From an optimization exercise on the open Yosys and OpenROAD flow, aimed at small area; shortcuts taken in it are not production practice. Only simulation tests tie the RTL to the original design; equivalence was not proved. The clock port is modelled as an ideal driver, which makes a skipped or thinned clock tree look cheaper than it is; a real chip needs a root buffer or a tree. Power is estimated from default activity; no workload was simulated.

==> inputs of 05-22 <==
==> flow/design.v <==
module sev_seg(
    input clk,
    input rst,
    input [2:0] min,
    input [2:0] sec_t,
    input [3:0] sec_u,
    output wire [3:0] IO_SSEG_SEL,
    output reg [6:0] IO_SSEG
);
    reg [1:0] current_LED;
    reg [2:0] counter;        
    reg [3:0] sel;
    reg [3:0] shown;
    reg [3:0] old_0;
    reg [2:0] old_1, old_2;
    wire step = counter[2] & ~counter[1];   
    wire [1:0] next_LED = current_LED + step;
    always @(posedge clk) begin
      if (rst) begin
        counter <= 0;
        current_LED <= 0;
        sel <= 0;
        shown <= 4'd8;
      end else begin
        counter <= {counter[1:0], ~counter[2]};
        current_LED <= next_LED;
        case (next_LED)
            2'd0: sel <= sec_u;
            2'd1: sel <= {1'b0, sec_t};
            2'd2: sel <= {1'b0, min};
            2'd3: sel <= 4'd0;
        endcase
        if (step) begin
            case (current_LED)
                2'd3: shown <= old_0;
                2'd0: shown <= (old_1 == 3'd7) ? 4'd8 : {1'b0, old_1};
                2'd1: shown <= (old_2 == 3'd7) ? 4'd8 : {1'b0, old_2};
                2'd2: shown <= (old_2 == 3'd7) ? 4'd8 : 4'd0;
            endcase
        end else begin
            shown <= sel;
        end
      end
    end
    always @(posedge clk) begin
        if (rst) begin
            old_1 <= 3'd7; old_2 <= 3'd7;
        end else if (step) begin
            case (current_LED)
                2'd0: old_0 <= sel;
                2'd1: old_1 <= sel[2:0];
                2'd2: old_2 <= sel[2:0];
                default: ;
            endcase
        end
    end
    assign IO_SSEG_SEL = (current_LED == 2'b00) ? 4'b1110 :
                         (current_LED == 2'b01) ? 4'b1101 :
                         (current_LED == 2'b10) ? 4'b1011 :
                         4'b0111;
    wire A = shown[3], B = shown[2], C = shown[1], D = shown[0];
    always @(*) begin
        IO_SSEG[0] = ~(A | C | (B & D) | (~B & ~D));
        IO_SSEG[1] = ~(~B | (~C & ~D) | (C & D));
        IO_SSEG[2] = ~(B | ~C | D);
        IO_SSEG[3] = ~((~B & ~D) | (C & ~D) | (B & ~C & D) | (~B & C));
        IO_SSEG[4] = ~((~B & ~D) | (C & ~D));
        IO_SSEG[5] = ~(A | (~C & ~D) | (B & ~C) | (B & ~D));
        IO_SSEG[6] = ~(A | (B & ~C) | (~B & C) | (C & ~D));
    end
endmodule
module timer(
    input clk,
    input rst,
    input IO_BTN_C, IO_BTN_L, IO_BTN_R,
    input [2:0] IO_SWITCH,
    output wire [6:0] IO_SSEG,
    output wire [3:0] IO_SSEG_SEL,
    output wire [15:0] IO_LED
);
    reg [9:0] counter;        
    reg [7:0] blink_counter;  
    reg [2:0] min;            
    reg [2:0] sec_t;          
    reg [3:0] sec_u;          
    reg [1:0] timer_state;    
    reg led;
    assign IO_LED = {16{led}};
    sev_seg U00(
        .clk(clk),
        .rst(rst),
        .min(min),
        .sec_t(sec_t),
        .sec_u(sec_u),
        .IO_SSEG_SEL(IO_SSEG_SEL),
        .IO_SSEG(IO_SSEG)
    );
    wire st_clear = (timer_state == 2'b00);
    wire st_run   = (timer_state == 2'b01);
    wire st_pause = (timer_state == 2'b10);
    wire st_done  = (timer_state == 2'b11);
    wire tick  = &{counter[9:6], counter[4:3], counter[1:0]};
    wire blink = &{blink_counter[7:5], ~blink_counter[3:0]};
    wire u_zero = ~(sec_u[3] | sec_u[2] | sec_u[1] | sec_u[0]);
    wire t_zero = ~(sec_t[2] | sec_t[1] | sec_t[0]);
    wire m_zero = ~(min[2] | min[1] | min[0]);
    wire counting = st_run & ~IO_BTN_R & ~IO_BTN_L;   
    wire second   = counting & tick;                  
    wire finished = second & u_zero & t_zero & m_zero;
    wire dec_u    = second & ~(u_zero & t_zero & m_zero);
    wire dec_t    = dec_u & u_zero;
    wire dec_m    = dec_t & t_zero;
    wire blinking = st_done & ~IO_BTN_L;              
    wire [3:0] u_dn = {u_zero | (sec_u[3] & sec_u[0]),
                       (sec_u[2] & (sec_u[1] | sec_u[0])) | (sec_u[3] & ~sec_u[0]),
                       sec_u[1] ? sec_u[0] : (~sec_u[0] & (sec_u[2] | sec_u[3])),
                       ~sec_u[0]};
    wire [2:0] t_dn = {t_zero | (sec_t[2] & sec_t[0]),
                       (sec_t[1] & sec_t[0]) | (sec_t[2] & ~sec_t[0]),
                       ~sec_t[0]};
    wire [2:0] m_dn = {min[2] & min[0],
                       (min[1] & min[0]) | (min[2] & ~min[0]),
                       ~min[0]};
    wire [2:0] preset = {~IO_SWITCH[0] & ~IO_SWITCH[1] & IO_SWITCH[2],
                         ~IO_SWITCH[0] & IO_SWITCH[1],
                         IO_SWITCH[0] | IO_SWITCH[1] | IO_SWITCH[2]};
    reg [1:0] next_state;
    always @(*) begin
        case (timer_state)
            2'b00: next_state = (~IO_BTN_L & IO_BTN_C) ? 2'b01 : 2'b00;
            2'b01: next_state = IO_BTN_R ? 2'b10 : IO_BTN_L ? 2'b00 : finished ? 2'b11 : 2'b01;
            2'b10: next_state = IO_BTN_C ? 2'b01 : IO_BTN_L ? 2'b00 : 2'b10;
            default: next_state = IO_BTN_L ? 2'b00 : 2'b11;
        endcase
    end
    always @(posedge clk) begin
        if (rst) begin
            timer_state <= 2'b00;
            counter <= 10'd178;
            blink_counter <= 0;
            min <= 0; sec_t <= 0; sec_u <= 0;
        end else begin
            timer_state <= next_state;
            if (counting)
                counter <= tick ? 10'd178 : {counter[8:0], ~(counter[9] ^ counter[2])};
            if (blinking)
                blink_counter <= blink ? 8'd0 :
                    {blink_counter[6:0], ~(blink_counter[7] ^ blink_counter[1] ^ blink_counter[0])};
            if (st_clear) begin
                min <= preset; sec_t <= 0; sec_u <= 0;
            end else begin
                if (dec_u) sec_u <= u_dn;
                if (dec_t) sec_t <= t_dn;
                if (dec_m) min <= m_dn;
            end
        end
    end
    always @(posedge clk)
        led <= ~rst & blinking & (led ^ blink);
endmodule
==> flow/flow/run.sh <==
#!/bin/bash
# The standard layout, with these changes to how it is made:
#  - after the standard synthesis, its combinational logic is mapped again
#    for area (ABC: deepsyn, choices, area-recovering mapping); the
#    registers, their names and cell types stay as the synthesis made them
#  - ports are buffered with the smallest buffer (buf_1)
#  - clock tree synthesis inserts no dummy loads, and its tree is then
#    replaced by two clkbuf_16, each driven by the clock port and driving
#    the half of the flip-flops nearest to it (flow/clock_tree.tcl)
#  - after global routing, cells off the critical paths are downsized
# Logs: synth.log, reopt.log (Yosys/ABC), flow.log (make); ORFS's own logs
# stay in orfs/logs.
set -euo pipefail
export BUFFER_PORTS_ARGS="-buffer_cell sky130_fd_sc_hd__buf_1"
export CTS_ARGS="-sink_clustering_enable -repair_clock_nets -dont_use_dummy_load"
export RECOVER_POWER=100
export POST_CTS_TCL=$PWD/flow/clock_tree.tcl

PLAT=$FLOW_HOME/platforms/$FLOW_PLATFORM
LIB=$PLAT/lib/sky130_fd_sc_hd__tt_025C_1v80.lib
RES=$PWD/orfs/results/$FLOW_PLATFORM/timer/base
YOSYS=yosys
[[ -x $FLOW_HOME/../tools/install/yosys/bin/yosys ]] && YOSYS=$FLOW_HOME/../tools/install/yosys/bin/yosys

# 1. standard synthesis only
bash standard.sh "$RES/1_2_yosys.v" > synth.log 2>&1
cp "$RES/1_2_yosys.v" standard_synth.v

# 2. map the combinational logic again; registers are kept as instances
python3 flow/mkcells.py "$LIB" > comb_cells.v
DONT_USE=$(make -s -C "$FLOW_HOME" DESIGN_CONFIG="$PWD/config.mk" WORK_HOME="$PWD/orfs" print-DONT_USE_CELLS 2>/dev/null | sed -n 's/^DONT_USE_CELLS: //p')
DU=""
for c in $DONT_USE; do DU="$DU -dont_use $c"; done
$YOSYS -l reopt.log -p "
read_verilog comb_cells.v
read_liberty -lib -ignore_redef $LIB
read_verilog standard_synth.v
hierarchy -top $FLOW_TOP
flatten
hierarchy -top $FLOW_TOP
techmap
opt -purge
abc -liberty $LIB $DU -script $PWD/flow/reopt.abc
opt_clean -purge
insbuf -buf sky130_fd_sc_hd__buf_1 A X
stat -liberty $LIB
write_verilog -noattr -nohex -nodec reopt.v
" > /dev/null
cp reopt.v "$RES/1_2_yosys.v"

# 3. the rest of the standard layout
bash standard.sh > flow.log 2>&1
==> flow/flow/clock_tree.tcl <==
# Run as ORFS's POST_CTS_TCL hook (the clock buffer type and count are set
# at the end). Replace the clock tree that CTS built with NB buffers of type BUFCELL, all
# driven straight from the clock port, each driving one cluster of nearby
# flip-flops (k-means on the flip-flop positions, started from x-sorted
# groups), placed at its cluster's centre. Every flip-flop sees one buffer.
proc rebuild_clock_tree {bufcell nb} {
  set block [ord::get_db_block]
  set clk_net [$block findNet clk]
  set sinks {}
  set old {}
  foreach inst [$block getInsts] {
    if {[string match clkbuf_* [$inst getName]] || [string match clkload* [$inst getName]]} {
      lappend old $inst
      continue
    }
    foreach it [$inst getITerms] {
      if {[$it getNet] ne "NULL" && [[$it getNet] getSigType] eq "CLOCK" && [$it isInputSignal]} {
        lappend sinks $it
      }
    }
  }
  set oldnets {}
  foreach inst $old {
    foreach it [$inst getITerms] {
      set n [$it getNet]
      if {$n ne "NULL" && $n ne $clk_net && [lsearch $oldnets $n] < 0} { lappend oldnets $n }
      $it disconnect
    }
    odb::dbInst_destroy $inst
  }
  foreach n $oldnets {
    foreach it [$n getITerms] { $it disconnect }
    odb::dbNet_destroy $n
  }
  set pts {}
  foreach it $sinks {
    set b [[$it getInst] getBBox]
    lappend pts [list [expr {([$b xMin]+[$b xMax])/2.0}] [expr {([$b yMin]+[$b yMax])/2.0}] $it]
  }
  set pts [lsort -real -index 0 $pts]
  set n [llength $pts]
  set cs {}
  for {set g 0} {$g < $nb} {incr g} {
    set part [lrange $pts [expr {$g*$n/$nb}] [expr {($g+1)*$n/$nb - 1}]]
    set sx 0; set sy 0
    foreach p $part { set sx [expr {$sx + [lindex $p 0]}]; set sy [expr {$sy + [lindex $p 1]}] }
    lappend cs [list [expr {$sx/[llength $part]}] [expr {$sy/[llength $part]}]]
  }
  for {set iter 0} {$iter < 20} {incr iter} {
    set groups [lrepeat $nb {}]
    foreach p $pts {
      set best 0; set bd 1e30
      for {set g 0} {$g < $nb} {incr g} {
        set c [lindex $cs $g]
        set d [expr {abs([lindex $p 0]-[lindex $c 0]) + abs([lindex $p 1]-[lindex $c 1])}]
        if {$d < $bd} { set bd $d; set best $g }
      }
      lset groups $best [concat [lindex $groups $best] [list $p]]
    }
    set cs {}
    foreach part $groups {
      set sx 0; set sy 0
      foreach p $part { set sx [expr {$sx + [lindex $p 0]}]; set sy [expr {$sy + [lindex $p 1]}] }
      set k [expr {max(1, [llength $part])}]
      lappend cs [list [expr {$sx/$k}] [expr {$sy/$k}]]
    }
  }
  set master [[ord::get_db] findMaster $bufcell]
  for {set g 0} {$g < $nb} {incr g} {
    set part [lindex $groups $g]
    if {[llength $part] == 0} continue
    set buf [odb::dbInst_create $block $master clkbuf_root_$g]
    set net [odb::dbNet_create $block clknet_root_$g]
    $net setSigType CLOCK
    [$buf findITerm A] connect $clk_net
    [$buf findITerm X] connect $net
    foreach p $part { [lindex $p 2] connect $net }
    set c [lindex $cs $g]
    $buf setLocation [expr {int([lindex $c 0])}] [expr {int([lindex $c 1])}]
    $buf setPlacementStatus PLACED
  }
}

rebuild_clock_tree sky130_fd_sc_hd__clkbuf_16 2
detailed_placement
estimate_parasitics -placement
report_clock_skew
==> flow/flow/mkcells.py <==
# Writes a Verilog model of every combinational cell of a liberty file (its
# output functions as assigns), so that Yosys can take mapped logic apart.
import re, sys
lib = open(sys.argv[1]).read()
for c in re.split(r'\n\s*cell\s*\(', lib)[1:]:
    name = c.split(')')[0].strip().strip('"')
    if re.search(r'\bff\s*\(|\blatch\s*\(|statetable', c):
        continue
    ins, outs = [], []
    for pin, body in re.findall(r'pin\s*\(\s*"?(\w+)"?\s*\)\s*\{(.*?)\n\s{8}\}', c, re.S):
        d = re.search(r'direction\s*:\s*"?(\w+)"?', body)
        if not d:
            continue
        if d.group(1) == 'input':
            ins.append(pin)
        elif d.group(1) == 'output':
            f = re.search(r'function\s*:\s*"([^"]*)"', body)
            if f:
                outs.append((pin, f.group(1)))
    if not outs:
        continue
    print(f"module {name}({', '.join(ins + [o for o, _ in outs])});")
    for i in ins:
        print(f"  input {i};")
    for o, f in outs:
        e = re.sub(r'\)\s+\(', ') & (', f.replace('!', '~'))
        print(f"  output {o};\n  assign {o} = {e};")
    print("endmodule")
==> flow/flow/reopt.abc <==
strash
&get -n
&st
&deepsyn -T 20
&dch
&nf -R 1000
&put
==> flow/standard.sh <==
#!/bin/bash
# synth_recipe.tcl (not shown) runs the flow's synth.tcl, then flattens the netlist and writes it again
# the make line also repeats each setting of config.mk as NAME=value (left out here)
make -C /OpenROAD-flow-scripts/flow DESIGN_CONFIG=/design/flow/config.mk WORK_HOME=/design/flow/orfs CLKGATE_MAP_FILE= SYNTH_SCRIPT=/design/flow/synth_recipe.tcl "${@:-finish}"
==> flow/config.mk <==
export PLATFORM = sky130hd
export DESIGN_NAME = timer
export DESIGN_NICKNAME = timer
export VERILOG_FILES = /design/flow/design.v
export SDC_FILE = /design/flow/constraint.sdc
export NUM_CORES = 4
export LEC_CHECK = 0
export CAP_MARGIN = 20
export CORE_MARGIN = 2
export CORE_UTILIZATION = 70
export PLACE_DENSITY = 0.85
export SLEW_MARGIN = 20
==> flow/constraint.sdc <==
create_clock -name core_clock -period 10.0 [get_ports {clk}]
set_input_delay 2.0000 -clock core_clock [delete_from_list [all_inputs] [get_ports {clk}]]
set_output_delay 2.0000 -clock core_clock [all_outputs]
set_load 0.01 [all_outputs]
==> 09-17 (differences from 05-22) <==
--- a/flow/config.mk
+++ b/flow/config.mk
@@ -9,4 +9,4 @@
 export CORE_MARGIN = 2
-export CORE_UTILIZATION = 70
-export PLACE_DENSITY = 0.85
+export CORE_UTILIZATION = 40
+export PLACE_DENSITY = 0.6
 export SLEW_MARGIN = 20
==> 05-03 (differences from 05-22) <==
--- a/flow/design.v
+++ b/flow/design.v
@@ -101,4 +101,4 @@
     wire st_done  = (timer_state == 2'b11);
-    wire tick  = &{counter[9:6], counter[4:3], counter[1:0]};
-    wire blink = &{blink_counter[7:5], ~blink_counter[3:0]};
+    wire tick  = (counter == 10'd356);
+    wire blink = (blink_counter == 8'd216);
     wire u_zero = ~(sec_u[3] | sec_u[2] | sec_u[1] | sec_u[0]);
@@ -138,3 +138,3 @@
             timer_state <= 2'b00;
-            counter <= 10'd178;
+            counter <= 0;
             blink_counter <= 0;
@@ -144,6 +144,6 @@
             if (counting)
-                counter <= tick ? 10'd178 : {counter[8:0], ~(counter[9] ^ counter[2])};
+                counter <= tick ? 10'd0 : {counter[8:0], ~(counter[9] ^ counter[6])};
             if (blinking)
                 blink_counter <= blink ? 8'd0 :
-                    {blink_counter[6:0], ~(blink_counter[7] ^ blink_counter[1] ^ blink_counter[0])};
+                    {blink_counter[6:0], ~(blink_counter[7] ^ blink_counter[5] ^ blink_counter[4] ^ blink_counter[3])};
             if (st_clear) begin
--- a/flow/flow/run.sh
+++ b/flow/flow/run.sh
@@ -6,5 +6,3 @@
 #  - ports are buffered with the smallest buffer (buf_1)
-#  - clock tree synthesis inserts no dummy loads, and its tree is then
-#    replaced by two clkbuf_16, each driven by the clock port and driving
-#    the half of the flip-flops nearest to it (flow/clock_tree.tcl)
+#  - clock tree synthesis inserts no dummy loads
 #  - after global routing, cells off the critical paths are downsized
@@ -16,3 +14,2 @@
 export RECOVER_POWER=100
-export POST_CTS_TCL=$PWD/flow/clock_tree.tcl
 
--- a/flow/config.mk
+++ b/flow/config.mk
@@ -9,4 +9,4 @@
 export CORE_MARGIN = 2
-export CORE_UTILIZATION = 70
-export PLACE_DENSITY = 0.85
+export CORE_UTILIZATION = 40
+export PLACE_DENSITY = 0.6
 export SLEW_MARGIN = 20
removed: flow/flow/clock_tree.tcl
==> qor summary <==
quantity	05-03	05-22	09-17
Status	finished clean	finished clean	finished clean
Effective utilization at floorplan	0.415	0.750	0.414
Total power	0.349 mW	0.336 mW	0.336 mW
Destination of the critical timing path	timer_state[1]	U00.sel[0]	U00.sel[1]
Comb pwr share	0.055	0.063	0.061
Launching instance or port of the critical path	IO_BTN_L	rst	rst
Number of ordinary inverters in the final layout	9	7	7
Post-Route Utilization	0.459	0.806	0.455
Worst R2R Setup Slack	7060 ps	7820 ps	7870 ps
Total power density per cell area	149 mW/mm2	149 mW/mm2	145 mW/mm2
Via count of the first global-routing pass	1466	1639	1392
Setup ws final	5860 ps	6120 ps	6210 ps
Total core area	0.00511 mm2	0.00281 mm2	0.00507 mm2
Cells after Synth	224	226	226
LEAKAGE	0.825 nW	0.799 nW	0.799 nW
Arrival @ worst endpoint	4380 ps	3920 ps	3860 ps
Min Tclk post-route	4140 ps	3880 ps	3790 ps
Overall fraction of global-route tracks in use	0.143	0.277	0.132
Worst reg2reg path depth	11	8	8
Maximum ir drop on the vdd rail	0.0654 mV	0.140 mV	0.106 mV
Worst-case setup slack after placement	5610 ps	6030 ps	6000 ps
Clock Power Share	0.301	0.263	0.265
Worst relative slew slack	0.413	0.490	0.534
Area Overhead vs Synth	10.8%	7.44%	9.76%
In 05-22 and 09-17 the design's own scripts or RTL, not TritonCTS, make the clock network.

-- port drivers added, routing unchanged --
How much do the figures lean on ideal ports? The routed layouts below were timed once more, with nothing changed but the port constraints. Step 1: set_driving_cell puts a clkbuf_16 on clk and a buf_2 on each other input, an assumption about the parent block. Step 2 adds t to the input delays and takes it off the output delays; t is the mean of the earliest and latest rising clock arrival at the registers after step 1. Input paths then give back, and output paths get back, about the clock's delay inside the block. Three values: no drivers, after step 1, after step 2; two values: the first two.
| run | t (ns) | setup slack, ns | worst setup path at the end | slew at the worst register clock pin (ns) |
|---|---|---|---|---|
| 05-22 | 0.205 | 6.118 / 6.140 / 5.934 | input to register | 0.10 / 0.10 |
| 09-17 | 0.207 | 6.207 / 6.231 / 6.024 | input to register | 0.11 / 0.11 |
| 05-03 | 0.319 | 5.857 / 5.860 / 5.541 | input to register | 0.10 / 0.10 |
After both steps every run listed still meets setup and hold. The setup slack of 05-03, which loses most, moves by +0.003 ns with the drivers and by -0.316 ns with both steps.
